Background: an optimization exercise with open tools, aiming at small area, a short achievable clock period and few clock cycles per item. Do not read the settings as production practice.
Function was checked by simulation only, so behaviour that the tests miss may differ from the original.

Setup of oak:
==> flow/design.v <==
`timescale 1ns/1ps
module sphincs_compute_H_msg (
  input  wire         CLK,
  input  wire         RST,         
  input  wire         start,       
  input  wire [127:0] R_in,
  input  wire [127:0] PKseed,
  input  wire [127:0] PKroot,
  input  wire [263:0] msg,         
  output wire [271:0] H_msg,       
  output reg          valid
);
  localparam [255:0] IV = {
    32'h6a09e667, 32'hbb67ae85, 32'h3c6ef372, 32'ha54ff53a,
    32'h510e527f, 32'h9b05688c, 32'h1f83d9ab, 32'h5be0cd19
  };
  localparam [31:0] K0          = 32'h428a2f98;
  localparam [31:0] K0_PLUS_IVH = 32'h428a2f98 + 32'h5be0cd19;
  function [31:0] rotr;
    input [31:0] x;
    input integer n;
    rotr = (x >> n) | (x << (32 - n));
  endfunction
  function [63:0] csa;
    input [31:0] x, y, z;
    reg [31:0] s, c;
    begin
      s = x ^ y ^ z;
      c = (x & y) | (x & z) | (y & z);
      csa = {s, c[30:0], 1'b0};
    end
  endfunction
  function [31:0] knext;
    input [5:0] i;
    case (i)
      6'd00: knext = 32'h71374491;
      6'd01: knext = 32'hb5c0fbcf;
      6'd02: knext = 32'he9b5dba5;
      6'd03: knext = 32'h3956c25b;
      6'd04: knext = 32'h59f111f1;
      6'd05: knext = 32'h923f82a4;
      6'd06: knext = 32'hab1c5ed5;
      6'd07: knext = 32'hd807aa98;
      6'd08: knext = 32'h12835b01;
      6'd09: knext = 32'h243185be;
      6'd10: knext = 32'h550c7dc3;
      6'd11: knext = 32'h72be5d74;
      6'd12: knext = 32'h80deb1fe;
      6'd13: knext = 32'h9bdc06a7;
      6'd14: knext = 32'hc19bf174;
      6'd15: knext = 32'he49b69c1;
      6'd16: knext = 32'hefbe4786;
      6'd17: knext = 32'h0fc19dc6;
      6'd18: knext = 32'h240ca1cc;
      6'd19: knext = 32'h2de92c6f;
      6'd20: knext = 32'h4a7484aa;
      6'd21: knext = 32'h5cb0a9dc;
      6'd22: knext = 32'h76f988da;
      6'd23: knext = 32'h983e5152;
      6'd24: knext = 32'ha831c66d;
      6'd25: knext = 32'hb00327c8;
      6'd26: knext = 32'hbf597fc7;
      6'd27: knext = 32'hc6e00bf3;
      6'd28: knext = 32'hd5a79147;
      6'd29: knext = 32'h06ca6351;
      6'd30: knext = 32'h14292967;
      6'd31: knext = 32'h27b70a85;
      6'd32: knext = 32'h2e1b2138;
      6'd33: knext = 32'h4d2c6dfc;
      6'd34: knext = 32'h53380d13;
      6'd35: knext = 32'h650a7354;
      6'd36: knext = 32'h766a0abb;
      6'd37: knext = 32'h81c2c92e;
      6'd38: knext = 32'h92722c85;
      6'd39: knext = 32'ha2bfe8a1;
      6'd40: knext = 32'ha81a664b;
      6'd41: knext = 32'hc24b8b70;
      6'd42: knext = 32'hc76c51a3;
      6'd43: knext = 32'hd192e819;
      6'd44: knext = 32'hd6990624;
      6'd45: knext = 32'hf40e3585;
      6'd46: knext = 32'h106aa070;
      6'd47: knext = 32'h19a4c116;
      6'd48: knext = 32'h1e376c08;
      6'd49: knext = 32'h2748774c;
      6'd50: knext = 32'h34b0bcb5;
      6'd51: knext = 32'h391c0cb3;
      6'd52: knext = 32'h4ed8aa4a;
      6'd53: knext = 32'h5b9cca4f;
      6'd54: knext = 32'h682e6ff3;
      6'd55: knext = 32'h748f82ee;
      6'd56: knext = 32'h78a5636f;
      6'd57: knext = 32'h84c87814;
      6'd58: knext = 32'h8cc70208;
      6'd59: knext = 32'h90befffa;
      6'd60: knext = 32'ha4506ceb;
      6'd61: knext = 32'hbef9a3f7;
      6'd62: knext = 32'hc67178f2;
      default: knext = 32'h428a2f98;
    endcase
  endfunction
  reg        busy;      
  reg        dr;        
  reg        su;        
  reg [1:0]  dk;
  reg [1:0]  blk;       
  reg [5:0]  rnd;       
  wire rounding = busy & ~dr & ~su;
  wire last     = (rnd == 6'd63);
  wire dlast    = (dk == 2'd3);
  wire d1       = busy & dr & (blk == 2'd0);    
  wire d2       = busy & dr & (blk == 2'd1);    
  wire d3       = busy & dr & (blk == 2'd3);    
  wire su_b0    = ~busy;                        
  wire su_b1    = d1 & dlast;
  wire su_t1    = d2 & dlast;
  wire su_t0    = busy & su;
  wire load_iv  = su_b0 | su_t1 | su_t0;
  always @(posedge CLK or negedge RST) begin
    if (RST == 1'b0) begin
      busy  <= 1'b0;
      dr    <= 1'b0;
      su    <= 1'b0;
      dk    <= 2'd0;
      blk   <= 2'd0;
      rnd   <= 6'd0;
      valid <= 1'b0;
    end else begin
      valid <= d3 & dlast;
      if (!busy) begin
        if (start) begin
          busy <= 1'b1;
          dr   <= 1'b0;
          su   <= 1'b0;
          dk   <= 2'd0;
          blk  <= 2'd0;
          rnd  <= 6'd0;
        end
      end else if (su) begin
        su <= 1'b0;
      end else if (dr) begin
        dk <= dk + 2'd1;
        if (dlast) begin
          dr  <= 1'b0;
          blk <= blk + 2'd1;
          if (blk == 2'd3) busy <= 1'b0;
        end
      end else begin
        rnd <= rnd + 6'd1;
        if (last) begin
          if (blk == 2'd2) begin
            su  <= 1'b1;
            blk <= 2'd3;
          end else begin
            dr <= 1'b1;
          end
        end
      end
    end
  end
  reg [31:0] a, b, c, d, e, f, g, h;
  reg [31:0] P;
  reg [31:0] w0, w1, w2, w3, w4, w5, w6, w7, w8, w9, w10, w11, w12, w13, w14, w15;
  reg [31:0] ha, hb, hc, hd, he, hf, hg, hh;    
  reg [15:0] t1top;                             
  assign H_msg = {a, b, c, d, e, f, g, h, t1top};
  reg [31:0] xa_iv, xe_iv;
  always @* begin
    case (dk)
      2'd0: begin xa_iv = IV[159:128]; xe_iv = IV[31:0];   end
      2'd1: begin xa_iv = IV[191:160]; xe_iv = IV[63:32];  end
      2'd2: begin xa_iv = IV[223:192]; xe_iv = IV[95:64];  end
      default: begin xa_iv = IV[255:224]; xe_iv = IV[127:96]; end
    endcase
    if (su_t0) xa_iv = IV[255:224];
  end
  wire [31:0] opa  = su_t0 ? a : d;
  wire [31:0] xa   = d2 ? hd : xa_iv;
  wire [31:0] xe   = d2 ? hh : xe_iv;
  wire [31:0] suma = opa + xa;
  wire [31:0] sume = h + xe;
  wire [31:0] S1 = rotr(e, 6) ^ rotr(e, 11) ^ rotr(e, 25);
  wire [31:0] S0 = rotr(a, 2) ^ rotr(a, 13) ^ rotr(a, 22);
  wire [31:0] ch = (e & f) ^ (~e & g);
  wire [31:0] mj = (a & b) | (c & (a | b));
  wire [63:0] l1  = csa(P, S1, ch);
  wire [63:0] le  = csa(d, l1[63:32], l1[31:0]);
  wire [63:0] la2 = csa(l1[63:32], l1[31:0], S0);
  wire [63:0] la3 = csa(la2[63:32], la2[31:0], mj);
  wire [31:0] e_new = le[63:32] + le[31:0];
  wire [31:0] a_new = la3[63:32] + la3[31:0];
  wire [511:0] blk0 = {R_in, PKseed, PKroot, msg[263:136]};
  reg [31:0] srcw;
  always @* begin
    srcw = 32'h0;
    case (blk)
      2'd0: srcw = blk0[511 - 32*(rnd[3:0] + 4'd2) -: 32];
      2'd1: case (rnd[3:0] + 4'd2)
              4'd2:  srcw = msg[71:40];
              4'd3:  srcw = msg[39:8];
              4'd4:  srcw = {msg[7:0], 8'h80, 16'h0};
              4'd15: srcw = 32'h00000288;
              default: srcw = 32'h0;
            endcase
      default: case (rnd[3:0] + 4'd2)
              4'd2:  srcw = hc;
              4'd3:  srcw = hd;
              4'd4:  srcw = he;
              4'd5:  srcw = hf;
              4'd6:  srcw = hg;
              4'd7:  srcw = hh;
              4'd8:  srcw = {31'h0, ~blk[0]};
              4'd9:  srcw = 32'h80000000;
              4'd15: srcw = 32'h00000120;
              default: srcw = 32'h0;
            endcase
    endcase
  end
  wire [31:0] s0w = rotr(w1, 7) ^ rotr(w1, 18) ^ (w1 >> 3);
  wire [31:0] s1w = rotr(w14, 17) ^ rotr(w14, 19) ^ (w14 >> 10);
  wire [63:0] lw1 = csa(w0, w9, s0w);
  wire [63:0] lw2 = csa(lw1[63:32], lw1[31:0], s1w);
  wire [31:0] wcomp = lw2[63:32] + lw2[31:0];
  reg [31:0] px, pw, pk, src0, src1;
  always @* begin
    px = g; pw = w15; pk = knext(rnd);
    src0 = w15; src1 = srcw;
    if (su_b0) begin
      px = 32'h0; pw = R_in[127:96]; pk = K0_PLUS_IVH;
      src0 = R_in[127:96]; src1 = R_in[95:64];
    end else if (su_b1) begin
      px = g; pw = msg[135:104]; pk = K0;              
      src0 = msg[135:104]; src1 = msg[103:72];
    end else if (su_t1) begin
      px = d; pw = hd; pk = K0_PLUS_IVH;               
      src0 = suma; src1 = ha;                          
    end else if (su_t0) begin
      px = 32'h0; pw = ha; pk = K0_PLUS_IVH;
      src0 = ha; src1 = hb;
    end
  end
  wire [63:0] lp = csa(px, pw, pk);
  wire [31:0] p_new = lp[63:32] + lp[31:0];
  wire setup = su_b0 | su_b1 | su_t1 | su_t0;
  always @(posedge CLK) begin
    P <= p_new;
    if (load_iv) {a, b, c, d, e, f, g, h} <= IV;
    else {a, b, c, d, e, f, g, h} <= {rounding ? a_new : suma, a, b, c,
                                      rounding ? e_new : sume, e, f, g};
    {w0, w1, w2, w3, w4, w5, w6, w7, w8, w9, w10, w11, w12, w13} <=
      {w1, w2, w3, w4, w5, w6, w7, w8, w9, w10, w11, w12, w13, w14};
    w14 <= src0;
    w15 <= (setup | rnd < 6'd14) ? src1 : wcomp;
    if (d1 | d2) begin
      {ha, hb, hc, hd} <= {suma, ha, hb, hc};
      {he, hf, hg, hh} <= {sume, he, hf, hg};
    end
    if (su_t0) t1top <= suma[31:16];
  end
endmodule
export LEC_CHECK = 0
export ABC_CLOCK_PERIOD_IN_PS = 4000
export CAP_MARGIN = 20
export CORE_MARGIN = 2
export CORE_UTILIZATION = 40
export SETUP_SLACK_MARGIN = 5
export SLEW_MARGIN = 20
create_clock -name core_clock -period 10.0 [get_ports {CLK}]
standard.sh (not shown) runs the stock make flow with config.mk's settings and CLKGATE_MAP_FILE= SYNTH_SCRIPT=/design/flow/synth_recipe.tcl, a recipe that flattens the netlist after the stock synthesis.
==> flow/flow/run.sh <==
#!/bin/bash
# The standard layout (the standard.sh, standard synthesis unchanged), with
# every input and output port buffered by a buf_1 instead of the default
# clkdlybuf4s50_1 that buffer_ports picks.
set -euo pipefail
export BUFFER_PORTS_ARGS="-buffer_cell sky130_fd_sc_hd__buf_1"
bash standard.sh > standard_make.log 2>&1
Testbench counts of oak, summed over its fixed seeds: cycles 34,560, hashes 128.
Setup changes, oak to pine
--- a/flow/design.v
+++ b/flow/design.v
@@ -29,4 +29,22 @@
       c = (x & y) | (x & z) | (y & z);
       csa = {s, c[30:0], 1'b0};
+    end
+  endfunction
+  function [31:0] add32;
+    input [31:0] x, y;
+    reg [31:0] gg, pp, p0;
+    integer l, i, j;
+    begin
+      gg = x & y;
+      p0 = x ^ y;
+      pp = p0;
+      for (l = 0; l < 5; l = l + 1)
+        for (i = 0; i < 32; i = i + 1)
+          if ((i >> l) & 1) begin
+            j = ((i >> l) << l) - 1;
+            gg[i] = gg[i] | (pp[i] & gg[j]);
+            pp[i] = pp[i] & pp[j];
+          end
+      add32 = p0 ^ {gg[30:0], 1'b0};
     end
   endfunction
@@ -161,4 +179,5 @@
   reg [31:0] a, b, c, d, e, f, g, h;
   reg [31:0] P;
+  reg [31:0] Kr;        
   reg [31:0] w0, w1, w2, w3, w4, w5, w6, w7, w8, w9, w10, w11, w12, w13, w14, w15;
   reg [31:0] ha, hb, hc, hd, he, hf, hg, hh;    
@@ -188,6 +207,6 @@
   wire [63:0] la2 = csa(l1[63:32], l1[31:0], S0);
   wire [63:0] la3 = csa(la2[63:32], la2[31:0], mj);
-  wire [31:0] e_new = le[63:32] + le[31:0];
-  wire [31:0] a_new = la3[63:32] + la3[31:0];
+  wire [31:0] e_new = add32(le[63:32], le[31:0]);
+  wire [31:0] a_new = add32(la3[63:32], la3[31:0]);
   wire [511:0] blk0 = {R_in, PKseed, PKroot, msg[263:136]};
   reg [31:0] srcw;
@@ -224,5 +243,5 @@
   reg [31:0] px, pw, pk, src0, src1;
   always @* begin
-    px = g; pw = w15; pk = knext(rnd);
+    px = g; pw = w15; pk = Kr;
     src0 = w15; src1 = srcw;
     if (su_b0) begin
@@ -241,8 +260,9 @@
   end
   wire [63:0] lp = csa(px, pw, pk);
-  wire [31:0] p_new = lp[63:32] + lp[31:0];
+  wire [31:0] p_new = add32(lp[63:32], lp[31:0]);
   wire setup = su_b0 | su_b1 | su_t1 | su_t0;
   always @(posedge CLK) begin
     P <= p_new;
+    Kr <= rounding ? knext(rnd + 6'd1) : 32'h71374491;
     if (load_iv) {a, b, c, d, e, f, g, h} <= IV;
     else {a, b, c, d, e, f, g, h} <= {rounding ? a_new : suma, a, b, c,
==> run notes <==
pine finished every stage and its layout cleared the timing, DRC and antenna checks.
Summary of the comparison: HPWL after detailed placement is higher in pine, relative to oak.
Looking at critical path endpoint, the P[30] result is from oak; the a[31] one comes from pine.
Layout overhead on the synthesized area on pine is down relative to oak.
pine: slack of the critical path 140 ps above oak
Number of non-filler instances in the completed layout in pine is 0.67% lower than in oak
Sort oak and pine by path depth of the worst reg2reg path, ascending, and oak comes first.
Testbench counts of pine, summed over its fixed seeds: cycles 34,560, hashes 128.

re-timing with driven ports:
How much do the figures lean on ideal ports? The routed layouts below were timed once more, with nothing changed but the port constraints.
Step 1 assumes that a clkbuf_16 drives the clock port and a buf_2 every other input.
Step 2, shift: input delay + t, output delay - t, t = (earliest + latest rising clock arrival at the registers) / 2. This alone moves slack from input paths to output paths.
Three values: no drivers, after step 1, after step 2; two values: the first two.
run | shift t [ns] | setup slack, ns | latest minus earliest clock arrival (ns) | worst data-port slew with drivers (ns)
oak | 0.847 | 4.844 / 4.844 / 4.088 | 0.057 / 0.057 | 0.26
pine | 0.841 | 4.981 / 4.981 / 4.238 | 0.066 / 0.066 | 0.40
After both steps every run listed still meets setup and hold. The setup slack of oak, which loses most, moves by 0.000 ns with the drivers and by -0.756 ns with both steps.
